Background: an optimization exercise with open tools, aiming at small area and a short achievable clock period. Do not read the settings as production practice. Only simulation tests tie the RTL to the original design; equivalence was not proved. The clock port is modelled as an ideal driver, which makes a skipped or thinned clock tree look cheaper than it is; a real chip needs a root buffer or a tree. Power figures rest on the tool's default switching activity, not on a simulated workload.

north:
==> flow/design.v (excerpt) <==
module fifo(input [8-1:0]  data_in,
            input write_enb,
            input read,
            output [8-1:0] data_out,
            output reg full,
            output reg empty,
            input clock,
            input reset
           );
==> module fifo, before the edit <==
module fifo(input [8-1:0]  data_in,
            input write_enb,
            input read,
            output [8-1:0] data_out,
            output reg full,
            output reg empty,
            input clock,
            input reset
           );
    localparam W    = 8;
    localparam ROWS = 32 - 1;            
    localparam CW   = 6;                     
    localparam [CW-1:0] L0  = 6'b000001;
    localparam [CW-1:0] L1  = 6'b000010;
    localparam [CW-1:0] L3  = 6'b001000;
    localparam [CW-1:0] L31 = 6'b100100;
    localparam [CW-1:0] L32 = 6'b001001;
    localparam G2   = (ROWS + 1) / 2;        
    reg  [W-1:0]    head;                    
    reg  [W-1:0]    mem [0:ROWS-1];
    reg  [3:0]      ran;                     
    reg  [7:0]      rbn;                     
    reg  [CW-1:0]   lfsr;                    
    reg             one;                     
    reg             two;                     
    wire le1   = empty | one;                
    wire three = (lfsr == L3);
    wire near  = (lfsr == L31);
    wire [CW-1:0] cu = {lfsr[CW-2:0], lfsr[5] ^ lfsr[4]};    
    wire [CW-1:0] cd = {lfsr[0] ^ lfsr[5], lfsr[CW-1:1]};    
    wire [CW-1:0] c_w  = full  ? L32 : cu;
    wire [CW-1:0] c_r  = empty ? L0  : cd;
    wire [CW-1:0] c_wr = empty ? L1 : full ? L31 : lfsr;
    genvar g;
    integer k;
    wire [3:0] ra = ~ran;
    wire [7:0] rb = ~rbn;
    wire [3:0] ra_up = {ra[2:0], ra[3]};
    wire [7:0] rb_up = ra[3] ? {rb[6:0], rb[7]} : rb;
    wire [3:0] ra_dn = {ra[0], ra[3:1]};
    wire [7:0] rb_dn = ra[0] ? {rb[0], rb[7:1]} : rb;
    wire [ROWS-1:0] rsel;
    generate
      for (g = 0; g < ROWS; g = g + 1) begin : rs
        assign rsel[g] = ~(ran[g % 4] | rbn[g / 4]);
      end
    endgenerate
    wire [CW-1:0] count_n;
    wire          one_n, two_n;
    fifo_sel4 #(.W(CW+2)) u_cnt_n (
      .d00({lfsr,  one,   two}),
      .d10({c_w,   empty, one}),
      .d01({c_r,   two,   three}),
      .d11({c_wr,  le1,   two}),
      .s1(write_enb), .s0(read),
      .y({count_n, one_n, two_n}));
    wire empty_n = ~write_enb & (empty | (read & one));
    wire full_n  = ~read & (full | (write_enb & near));
    wire w        = write_enb & ~full;
    wire rs_keep  = reset & ~le1 & (read ~^ w);
    wire rs_up    = reset & ~le1 & w & ~read;
    wire rs_dn    = reset & ~le1 & read & ~w & ~two;
    wire rs_load  = reset & one & write_enb & ~read;
    wire [3:0] ran_n = ~(({4{rs_keep}} & ra) | ({4{rs_up}} & ra_up) |
                         ({4{rs_dn}} & ra_dn) | ({4{rs_load}} & 4'b0001));
    wire [7:0] rbn_n = ~(({8{rs_keep}} & rb) | ({8{rs_up}} & rb_up) |
                         ({8{rs_dn}} & rb_dn) | ({8{rs_load}} & 8'b00000001));
    assign data_out = head;
    wire [W-1:0] pair_n [0:G2-1];
    generate
      for (g = 0; g < G2 - 1; g = g + 1) begin : grp
        fifo_aoi2 #(.W(W)) u_aoi (
          .a0(mem[2*g]),   .s0(rsel[2*g]),
          .a1(mem[2*g+1]), .s1(rsel[2*g+1]),
          .y(pair_n[g]));
      end
    endgenerate
    fifo_nand2 #(.W(W)) u_last (.a(mem[ROWS-1]), .b({W{rsel[ROWS-1]}}), .y(pair_n[G2-1]));
    wire [W-1:0] din_n;
    fifo_nand2 #(.W(W)) u_din (.a(data_in), .b({W{le1}}), .y(din_n));
    wire [W-1:0] quad [0:3];
    wire [W-1:0] half_n [0:1];
    wire [W-1:0] head_d;
    generate
      for (g = 0; g < 4; g = g + 1) begin : q4
        fifo_nand4 #(.W(W)) u_q (.a(pair_n[4*g]), .b(pair_n[4*g+1]),
          .c(pair_n[4*g+2]), .d(pair_n[4*g+3]), .y(quad[g]));
      end
      for (g = 0; g < 2; g = g + 1) begin : h2
        fifo_nor2 #(.W(W)) u_h (.a(quad[2*g]), .b(quad[2*g+1]), .y(half_n[g]));
      end
    endgenerate
    fifo_nand3 #(.W(W)) u_or (.a(half_n[0]), .b(half_n[1]), .c(din_n), .y(head_d));
    always @(posedge clock)
      if (read | empty)
        head <= head_d;
    always @(posedge clock)
      if (w)
       begin
        for (k = ROWS - 1; k > 0; k = k - 1)
          mem[k] <= mem[k-1];
        mem[0] <= data_in;
       end
    always @(posedge clock)
     begin
      ran <= ran_n;
      rbn <= rbn_n;
     end
    always @(posedge clock)
     begin
      if (~reset)
       begin
        lfsr  <= L0;
        empty <= 1'b1;
        one   <= 1'b0;
        two   <= 1'b0;
        full  <= 1'b0;
       end
      else
       begin
        lfsr  <= count_n;
        empty <= empty_n;
        one   <= one_n;
        two   <= two_n;
        full  <= full_n;
       end
     end
endmodule
==> module fifo_nand3, before the edit <==
module fifo_nand3 #(parameter W = 8)
  (input [W-1:0] a, input [W-1:0] b, input [W-1:0] c, output [W-1:0] y);
    assign y = ~(a & b & c);
endmodule
==> flow/config.mk <==
export PLATFORM = sky130hd
export DESIGN_NAME = fifo
export DESIGN_NICKNAME = fifo
export VERILOG_FILES = /design/flow/design.v
export SDC_FILE = /design/flow/constraint.sdc
export NUM_CORES = 4
export LEC_CHECK = 0
export CAP_MARGIN = 20
export CORE_MARGIN = 2
export CORE_UTILIZATION = 50
export SETUP_SLACK_MARGIN = 1.95
export SLEW_MARGIN = 20
export SYNTH_HIERARCHICAL = 1
export TNS_END_PERCENT = 10
==> flow/constraint.sdc <==
create_clock -name core_clock -period 3.5 [get_ports {clock}]
set_input_delay 0.7000 -clock core_clock [delete_from_list [all_inputs] [get_ports {clock}]]
set_output_delay 0.7000 -clock core_clock [all_outputs]
set_load 0.01 [all_outputs]
standard.sh (not shown) runs the stock make flow with config.mk's settings and CLKGATE_MAP_FILE= SYNTH_SCRIPT=/design/flow/synth_recipe.tcl, a recipe that flattens the netlist after the stock synthesis.
==> flow/flow/run.sh <==
#!/bin/bash
set -euo pipefail
here=$(pwd)
res=$here/orfs/results/sky130hd/fifo/base
export BUFFER_PORTS_ARGS="-buffer_cell sky130_fd_sc_hd__buf_2"
bash standard.sh synth > synth.log 2>&1
bash standard.sh run RUN_SCRIPT=$here/flow/downsize.tcl RUN_LOG_NAME_STEM=1_4_downsize > downsize.log 2>&1
grep -q "^downsize:" downsize.log
touch $res/1_synth.sdc
bash standard.sh place > place.log 2>&1
bash standard.sh run RUN_SCRIPT=$here/flow/my_cts.tcl RUN_LOG_NAME_STEM=4_1_cts_custom > cts.log 2>&1
test -f $res/4_1_cts.odb
cp $res/4_1_cts.odb $res/4_cts.odb
touch $res/4_cts.sdc
bash standard.sh finish > finish.log 2>&1
Other scripts of this flow, unchanged in this note and not shown: flow/flow/downsize.tcl, flow/flow/my_cts.tcl
What south does differently from north at the input level:
==> flow/design.v <==
module fifo(input [8-1:0]  data_in,
            input write_enb,
            input read,
            output [8-1:0] data_out,
            output reg full,
            output reg empty,
            input clock,
            input reset
           );
    localparam W    = 8;
    localparam ROWS = 32 - 1;            
    localparam AW   = 5;                     
    localparam CW   = 6;                     
    localparam [CW-1:0] L0  = 6'b000001;
    localparam [CW-1:0] L1  = 6'b000010;
    localparam [CW-1:0] L3  = 6'b001000;
    localparam [CW-1:0] L31 = 6'b100100;
    localparam [CW-1:0] L32 = 6'b001001;
    localparam G2   = (ROWS + 1) / 2;        
    reg  [W-1:0]    head;                    
    reg  [W-1:0]    mem [0:ROWS-1];
    reg  [3:0]      ran;                     
    reg  [7:0]      rbn;                     
    reg  [AW-1:0]   wptr;                    
    reg  [CW-1:0]   lfsr;                    
    reg             one;                     
    reg             two;                     
    wire le1   = empty | one;                
    wire three = (lfsr == L3);
    wire near  = (lfsr == L31);
    wire mid   = ~le1 & ~full;               
    wire [CW-1:0] cu = {lfsr[CW-2:0], lfsr[5] ^ lfsr[4]};    
    wire [CW-1:0] cd = {lfsr[0] ^ lfsr[5], lfsr[CW-1:1]};    
    wire [CW-1:0] c_w  = full  ? L32 : cu;
    wire [CW-1:0] c_r  = empty ? L0  : cd;
    wire [CW-1:0] c_wr = empty ? L1 : full ? L31 : lfsr;
    wire [AW-1:0] wptr_up = (wptr == ROWS-1) ? {AW{1'b0}} : wptr + 1'b1;
    wire [3:0] wa = 4'b0001 << wptr[1:0];
    wire [7:0] wb = 8'b00000001 << wptr[4:2];
    wire [ROWS-1:0] wdec;
    genvar g;
    generate
      for (g = 0; g < ROWS; g = g + 1) begin : dec
        assign wdec[g] = wa[g % 4] & wb[g / 4];
      end
    endgenerate
    wire [3:0] ra = ~ran;
    wire [7:0] rb = ~rbn;
    wire       rwrap = ra[2] & rb[7];
    wire [3:0] ra_up = rwrap ? 4'b0001 : {ra[2:0], ra[3]};
    wire [7:0] rb_up = rwrap ? 8'b00000001 : ra[3] ? {rb[6:0], rb[7]} : rb;
    wire [ROWS-1:0] rsel;
    generate
      for (g = 0; g < ROWS; g = g + 1) begin : rs
        assign rsel[g] = ~(ran[g % 4] | rbn[g / 4]);
      end
    endgenerate
    wire [CW-1:0] count_n;
    wire          one_n, two_n;
    fifo_sel4 #(.W(CW+2)) u_cnt_n (
      .d00({lfsr,  one,   two}),
      .d10({c_w,   empty, one}),
      .d01({c_r,   two,   three}),
      .d11({c_wr,  le1,   two}),
      .s1(write_enb), .s0(read),
      .y({count_n, one_n, two_n}));
    wire empty_n = ~write_enb & (empty | (read & one));
    wire full_n  = ~read & (full | (write_enb & near));
    wire w_buf = write_enb & (mid | (one & ~read));
    wire rs_hold  = reset & ~read & ~le1;
    wire rs_shift = reset & read & ~le1 & (~two | write_enb);
    wire rs_load  = reset & one & write_enb & ~read;
    wire [3:0] ran_n = ~(({4{rs_hold}} & ra) | ({4{rs_shift}} & ra_up) | ({4{rs_load}} & wa));
    wire [7:0] rbn_n = rs_shift ? ~rb_up : rs_load ? ~wb : rbn;
    assign data_out = head;
    wire [W-1:0] pair_n [0:G2-1];
    generate
      for (g = 0; g < G2 - 1; g = g + 1) begin : grp
        fifo_aoi2 #(.W(W)) u_aoi (
          .a0(mem[2*g]),   .s0(rsel[2*g]),
          .a1(mem[2*g+1]), .s1(rsel[2*g+1]),
          .y(pair_n[g]));
      end
    endgenerate
    fifo_aoi2 #(.W(W)) u_aoi_last (
      .a0(mem[ROWS-1]), .s0(rsel[ROWS-1]),
      .a1(data_in),     .s1(le1),
      .y(pair_n[G2-1]));
    wire [W-1:0] quad [0:3];
    wire [W-1:0] half_n [0:1];
    wire [W-1:0] head_d;
    generate
      for (g = 0; g < 4; g = g + 1) begin : q4
        fifo_nand4 #(.W(W)) u_q (.a(pair_n[4*g]), .b(pair_n[4*g+1]),
          .c(pair_n[4*g+2]), .d(pair_n[4*g+3]), .y(quad[g]));
      end
      for (g = 0; g < 2; g = g + 1) begin : h2
        fifo_nor2 #(.W(W)) u_h (.a(quad[2*g]), .b(quad[2*g+1]), .y(half_n[g]));
      end
    endgenerate
    fifo_nand2 #(.W(W)) u_or (.a(half_n[0]), .b(half_n[1]), .y(head_d));
    always @(posedge clock)
      if (read | empty)
        head <= head_d;
    always @(posedge clock)
      if (write_enb & ~full)
        mem[wptr] <= data_in;
    always @(posedge clock)
     begin
      ran <= ran_n;
      rbn <= rbn_n;
     end
    always @(posedge clock)
     begin
      if (~reset)
       begin
        wptr  <= {AW{1'b0}};
        lfsr  <= L0;
        empty <= 1'b1;
        one   <= 1'b0;
        two   <= 1'b0;
        full  <= 1'b0;
       end
      else
       begin
        if (w_buf)
          wptr <= wptr_up;
        lfsr  <= count_n;
        empty <= empty_n;
        one   <= one_n;
        two   <= two_n;
        full  <= full_n;
       end
     end
endmodule
module fifo_aoi2 #(parameter W = 8)
  (input [W-1:0] a0, input [W-1:0] a1,
   input s0, input s1, output [W-1:0] y);
    assign y = ~((a0 & {W{s0}}) | (a1 & {W{s1}}));
endmodule
module fifo_sel4 #(parameter W = 8)
  (input [W-1:0] d00, input [W-1:0] d01, input [W-1:0] d10, input [W-1:0] d11,
   input s1, input s0, output [W-1:0] y);
    assign y = s1 ? (s0 ? d11 : d10) : (s0 ? d01 : d00);
endmodule
module fifo_nand4 #(parameter W = 8)
  (input [W-1:0] a, input [W-1:0] b, input [W-1:0] c, input [W-1:0] d,
   output [W-1:0] y);
    assign y = ~(a & b & c & d);
endmodule
module fifo_nor2 #(parameter W = 8)
  (input [W-1:0] a, input [W-1:0] b, output [W-1:0] y);
    assign y = ~(a | b);
endmodule
module fifo_nand2 #(parameter W = 8)
  (input [W-1:0] a, input [W-1:0] b, output [W-1:0] y);
    assign y = ~(a & b);
endmodule
## What came out
Across south and north, none had a timing, DRC or antenna violation.
In the metrics for south and north, the one carrying the higher count of mapped cells out of synthesis is south.
Worst slack at placement, south and north, lower one = south.
south against north: routed length on met3 up about 40%; count of non-filler cells in the finished layout up 107; synthesized net count up 80; power consumption down about 2%; number of DRC markers after the initial detailed-route iteration up 23%.
Worst hold slack in south is 0.092 ns higher than in north
No run of this note takes its clock network from TritonCTS; it comes from the design's own scripts or RTL.

==> afterwards: timing with drivers on the ports <==
The flow's constraints put no driver on any port. The routed layouts listed below were extracted and timed again, unchanged, in two steps. Step 1 assumes that a clkbuf_16 drives the clock port and a buf_2 every other input. Step 2, shift: input delay + t, output delay - t, t = (earliest + latest rising clock arrival at the registers) / 2. This alone moves slack from input paths to output paths. Slacks: ideal / step 1 / step 2; pairs: ideal / step 1.
run | t, ns | setup slack, ns | worst register clock-pin slew, ns | worst data-port slew with drivers (ns)
north | 0.385 | 1.808 / 1.717 / 1.607 | 0.09 / 0.09 | 0.04
south | 0.394 | 1.857 / 1.774 / 1.532 | 0.10 / 0.10 | 0.06
After both steps setup and hold are still met in every run listed. The setup slack of south, which loses most, moves by -0.083 ns with the drivers and by -0.325 ns with both steps.
